Context: an optimization exercise on an open-source flow, tuned for small area, a short achievable clock period and few clock cycles per item. The choices shown serve that exercise and are no tape-out recipe.
The RTL was checked by simulation tests, not by an equivalence proof against the original design.

== v49 ==
## fft16
module fft16 (
    input  wire              clk,
    input  wire              rst_n,
    input  wire              start,
    input  wire signed [8:0] din_i,
    input  wire signed [8:0] din_q,
    output wire              ready,
    output wire              dout_valid,
    output wire signed [8:0] dout_i,
    output wire signed [8:0] dout_q
);
localparam OFF_M1 = 1;             
localparam OFF_W1 = 3;             
localparam OFF_S2 = 10;            
localparam OFF_M2 = 12;            
localparam OFF_W2 = 16;            
localparam OFF_S3 = 18;            
localparam OFF_M3 = 20;            
localparam OFF_S4 = 24;            
localparam OFF_Y4 = 27;            
localparam Q  = OFF_Y4 / 16;
localparam SM = OFF_Y4 % 16;
reg  [3:0] cnt;
reg        ready_r;
reg        dv_r;
reg  [Q+1:0] hist;                 
wire       acc    = start & (cnt == 4'd15);    
wire [3:0] cnt_n  = cnt + 4'd1;
wire [Q+1:0] hist_n = (cnt == 4'd15) ? {hist[Q:0], acc} : hist;
wire       dv_n   = (cnt_n >= SM) ? hist_n[Q] : hist_n[Q+1];
always @(posedge clk or negedge rst_n) begin
    if (!rst_n) begin
        cnt     <= 4'd0;
        hist    <= {(Q+2){1'b0}};
    end else begin
        cnt     <= cnt_n;
        hist    <= hist_n;
    end
end
always @(posedge clk) begin
    ready_r <= rst_n & (cnt == 4'd14);
    dv_r    <= rst_n & dv_n;
end
assign ready      = ready_r;
assign dout_valid = dv_r;
  ...
Settings: LEC_CHECK=0, CAP_MARGIN=20, CORE_MARGIN=2, CORE_UTILIZATION=65, CTS_BUF_LIST=sky130_fd_sc_hd__clkbuf_8 sky130_fd_sc_hd__clkbuf_16, CTS_CLUSTER_DIAMETER=60, CTS_CLUSTER_SIZE=16, PLACE_DENSITY=0.75, SLEW_MARGIN=20; clock period 10.0 ns.
standard.sh (not shown) runs the stock make flow with config.mk's settings and CLKGATE_MAP_FILE= SYNTH_SCRIPT=/design/flow/synth_recipe.tcl, a recipe that flattens the netlist after the stock synthesis.
==> flow/flow/run.sh <==
#!/bin/bash
# The standard layout (the standard.sh: unchanged synthesis and steps),
# with the port buffers made of sky130_fd_sc_hd__buf_2 cells instead of the
# delay-buffer cells buffer_ports picks by default, and timing repair asked
# to leave a setup margin of 7.05 ns (the clock period stays 10 ns).
export BUFFER_PORTS_ARGS="-buffer_cell sky130_fd_sc_hd__buf_2"
export SETUP_SLACK_MARGIN=7.05
bash standard.sh > standard.log 2>&1
No stage failed in v49, and the final checks on the layout all came back clean.
Testbench counts of v49, summed over its fixed seeds: cycles 6,368, frames 384.
The following lists how v35 was set up differently from v49:
==> flow/flow/run.sh <==
#!/bin/bash
# The standard layout (the standard.sh: unchanged synthesis and steps),
# with the port buffers made of sky130_fd_sc_hd__buf_2 cells instead of the
# delay-buffer cells buffer_ports picks by default, and timing repair asked
# to leave a setup margin of 6.9 ns (the clock period stays 10 ns).
export BUFFER_PORTS_ARGS="-buffer_cell sky130_fd_sc_hd__buf_2"
export SETUP_SLACK_MARGIN=6.9
bash standard.sh > standard.log 2>&1
==> flow/config.mk <==
export PLATFORM = sky130hd
export DESIGN_NAME = fft16
export DESIGN_NICKNAME = fft16
export VERILOG_FILES = /design/flow/design.v
export SDC_FILE = /design/flow/constraint.sdc
export NUM_CORES = 4
export LEC_CHECK = 0
export CAP_MARGIN = 20
export CORE_MARGIN = 2
export CORE_UTILIZATION = 75
export CTS_BUF_LIST = sky130_fd_sc_hd__clkbuf_16
export CTS_CLUSTER_DIAMETER = 100
export CTS_CLUSTER_SIZE = 30
export PLACE_DENSITY = 0.85
export SLEW_MARGIN = 20
## What came out
Number of cells in the design after placement came out lower on v35 than on v49. Sort v35 and v49 by pre-CTS setup slack asc -> top: v35. v35 against v49: wire length moved up, met1 wire length moved down, fraction of area in clock buffers and inverters dropped 1.9 points, detailed-placement wirelength estimate picked up an extra 2.8%.
The inputs of v8 differ from those of v35 as listed below.
==> flow/config.mk <==
export PLATFORM = sky130hd
export DESIGN_NAME = fft16
export DESIGN_NICKNAME = fft16
export VERILOG_FILES = /design/flow/design.v
export SDC_FILE = /design/flow/constraint.sdc
export NUM_CORES = 4
export LEC_CHECK = 0
export CAP_MARGIN = 20
export CORE_MARGIN = 2
export CORE_UTILIZATION = 65
export CTS_BUF_LIST = sky130_fd_sc_hd__clkbuf_16
export CTS_CLUSTER_DIAMETER = 100
export CTS_CLUSTER_SIZE = 30
export PLACE_DENSITY = 0.75
export SLEW_MARGIN = 20
==> comparison <==
Proportion of register bits with asynchronous set or reset after synthesis: v35 vs v8 identical
[v8 vs v35] global-route wire length before repair: lower in v8
Min horizontal extent of the die across v35 and v8: v35
Looking at routability congestion estimate from global placement, v8 sits 0.0047 lower than v35 does.
Looking at critical path capture point, the ready result is from v35; the dout_valid one comes from v8.
Re hold slack: v35 was lower than v8.
Inputs modified between v8 and v24:
==> flow/config.mk <==
export PLATFORM = sky130hd
export DESIGN_NAME = fft16
export DESIGN_NICKNAME = fft16
export VERILOG_FILES = /design/flow/design.v
export SDC_FILE = /design/flow/constraint.sdc
export NUM_CORES = 4
export LEC_CHECK = 0
export CAP_MARGIN = 20
export CORE_MARGIN = 2
export CORE_UTILIZATION = 55
export CTS_BUF_LIST = sky130_fd_sc_hd__clkbuf_8 sky130_fd_sc_hd__clkbuf_16
export CTS_CLUSTER_DIAMETER = 60
export CTS_CLUSTER_SIZE = 16
export SLEW_MARGIN = 20
--- outcome ---
- Going from v8 to v24, total area of multi-input combinational cells roughly the same; least setup slack across all paths after layout lower; core utilization lower.
- Looking at cell with the largest stage delay on the worst path, the sky130_fd_sc_hd__dfxtp_4 result is from v24; the sky130_fd_sc_hd__dfxtp_2 one comes from v8.
- v8 reports its highest metal layer with signal wires as met5 while v24 reports met4.
Edits applied to the flow inputs when going from v24 to v58:
-- flow/config.mk --
<<< v24, line 9
export CORE_MARGIN = 2
export CORE_UTILIZATION = 55
export CTS_BUF_LIST = sky130_fd_sc_hd__clkbuf_8 sky130_fd_sc_hd__clkbuf_16
export CTS_CLUSTER_DIAMETER = 60
export CTS_CLUSTER_SIZE = 16
>>> v58, line 9
export CORE_MARGIN = 2
export CORE_UTILIZATION = 55
export CTS_BUF_LIST = sky130_fd_sc_hd__clkbuf_8
export CTS_CLUSTER_DIAMETER = 60
export CTS_CLUSTER_SIZE = 16
--- outcome ---
- | final area | v58 vs v24 | better |
- Diff v24 -> v58: proportion of final cell area spent on non-clock buffers shows an increase of 0.25 points; data arrival time of the critical path shows an increase of 90 ps.
- The combined flip-flop and latch cell area of v24 and that of v58 are within noise of each other.
- Compared with v24, v58 shows number of vias per cell lower by 0.37%.
- v58 vs. v24: setup slack saw a decrease, wire length neither gained nor lost much.
- On via count of the first global-routing pass, v24 and v58 are basically level.

* * *

Starting RTL as in the previous note.
Settings: LEC_CHECK=0, ABC_AREA=1, CAP_MARGIN=20, CORE_MARGIN=2, CORE_UTILIZATION=65, CTS_BUF_LIST=sky130_fd_sc_hd__clkbuf_16, CTS_CLUSTER_DIAMETER=100, CTS_CLUSTER_SIZE=30, PLACE_DENSITY=0.75, SLEW_MARGIN=20; clock period 10.0 ns.
==> flow/flow/run.sh <==
#!/bin/bash
# The standard layout (the standard.sh: unchanged synthesis and steps),
# with the port buffers made of sky130_fd_sc_hd__buf_2 cells instead of the
# delay-buffer cells buffer_ports picks by default, and timing repair asked
# to leave a setup margin of 6.9 ns (the clock period stays 10 ns).
export BUFFER_PORTS_ARGS="-buffer_cell sky130_fd_sc_hd__buf_2"
export SETUP_SLACK_MARGIN=6.9
bash standard.sh > standard.log 2>&1
The starting point passed the timing, DRC and antenna checks.
Testbench counts at the start, summed over its fixed seeds: cycles 6,368, frames 384.
Change:
- ABC_AREA: 1 -> default
- CTS_BUF_LIST: sky130_fd_sc_hd__clkbuf_16 -> sky130_fd_sc_hd__clkbuf_8 sky130_fd_sc_hd__clkbuf_16
- CTS_CLUSTER_DIAMETER: 100 -> 60
- CTS_CLUSTER_SIZE: 30 -> 16
=>
- cell area is higher by 0.96%
- synthesized cell count is lower by 17%
- routed wire length drops by about 4.4%
- non-clock buffer count grows by 13
- via count came out lower by 9.8%
- utilization climbs by 2.3 points
- setup slack gains 52 ps
- final cell count decreases by about 14%
- synthesized area drops by about 2.3%
- critical path depth is unchanged

* * *

Another version of the RTL of fft16 (not shown whole).
For scale: about 4,200 cells after synthesis, roughly 660 flip-flops, about 41 I/O pins, about 0.039 mm^2 of cells after synthesis.
clock: 10.0 ns
lec_check: 0
cap_margin: 20
core_margin: 2
core_utilization: 40
slew_margin: 20
run.sh (not shown) runs the stock make flow with config.mk's settings and CLKGATE_MAP_FILE= SYNTH_SCRIPT=/design/flow/synth_recipe.tcl, a recipe that flattens the netlist after the stock synthesis.
Stock flow here: none of the scripts above is used.
The baseline went through all stages and came out clean.
Testbench counts at the start, summed over its fixed seeds: cycles 6,368, frames 384.
==> next run, changes <==
==> flow/flow/run.sh (new file) <==
#!/bin/bash
# The standard layout (the standard.sh: unchanged synthesis and steps),
# with the port buffers made of sky130_fd_sc_hd__buf_2 cells instead of the
# delay-buffer cells buffer_ports picks by default, and timing repair asked
# to leave a setup margin of 6.9 ns (the clock period stays 10 ns).
export BUFFER_PORTS_ARGS="-buffer_cell sky130_fd_sc_hd__buf_2"
export SETUP_SLACK_MARGIN=6.9
bash standard.sh > standard.log 2>&1
==> flow/standard.sh (new file) <==
#!/bin/bash
# synth_recipe.tcl (not shown) runs the flow's synth.tcl, then flattens the netlist and writes it again
# the make line also repeats each setting of config.mk as NAME=value (left out here)
make -C /OpenROAD-flow-scripts/flow DESIGN_CONFIG=/design/flow/config.mk WORK_HOME=/design/flow/orfs CLKGATE_MAP_FILE= SYNTH_SCRIPT=/design/flow/synth_recipe.tcl "${@:-finish}"
- CTS_BUF_LIST: default -> sky130_fd_sc_hd__clkbuf_8
- CTS_CLUSTER_DIAMETER: default -> 60
- CTS_CLUSTER_SIZE: default -> 16
removed: flow/run.sh
What happened:
- fmax went up by 32%
- synthesized cell count stays the same
- wire length went up by 1.7%
- core utilization went down by 0.49 points
- hold slack loses 13 ps
- worst setup slack gains 1000 ps
- first-iteration DRC count went up by 11%
- cell area went down by 1.1%
- register-to-register slack gains 1000 ps

[what the ideal ports hide]
No port has a modelled driver above. Below, the same layouts with a new extraction and two added sets of constraints. Step 1, drivers: a clkbuf_16 drives clk and a buf_2 each remaining input, both assumed. Step 2 also shifts input and output timing later by t, the mid clock arrival at the registers, as if the neighbouring blocks saw the same clock. a / b / c = ideal ports / drivers / drivers and shift; a / b = the first two.
run	t, ns	setup WS [ns]	worst register clock-pin slew, ns
v49	0.679	6.906 / 6.844 / 7.014	0.07 / 0.07
v35	0.681	6.882 / 6.822 / 6.917	0.12 / 0.12
v8	0.667	6.924 / 6.863 / 6.953	0.11 / 0.11
v24	0.691	6.867 / 6.804 / 6.990	0.07 / 0.07
v58	0.766	6.779 / 6.717 / 7.019	0.11 / 0.11
the first run of note 2	0.693	6.872 / 6.808 / 6.928	0.12 / 0.12
the second run of note 2	0.680	6.924 / 6.863 / 6.946	0.07 / 0.07
the first run of note 3	0.675	5.714 / 5.714 / 5.714	0.07 / 0.07
the second run of note 3	0.768	6.754 / 6.699 / 6.754	0.11 / 0.11
After both steps setup and hold are still met in every run listed.
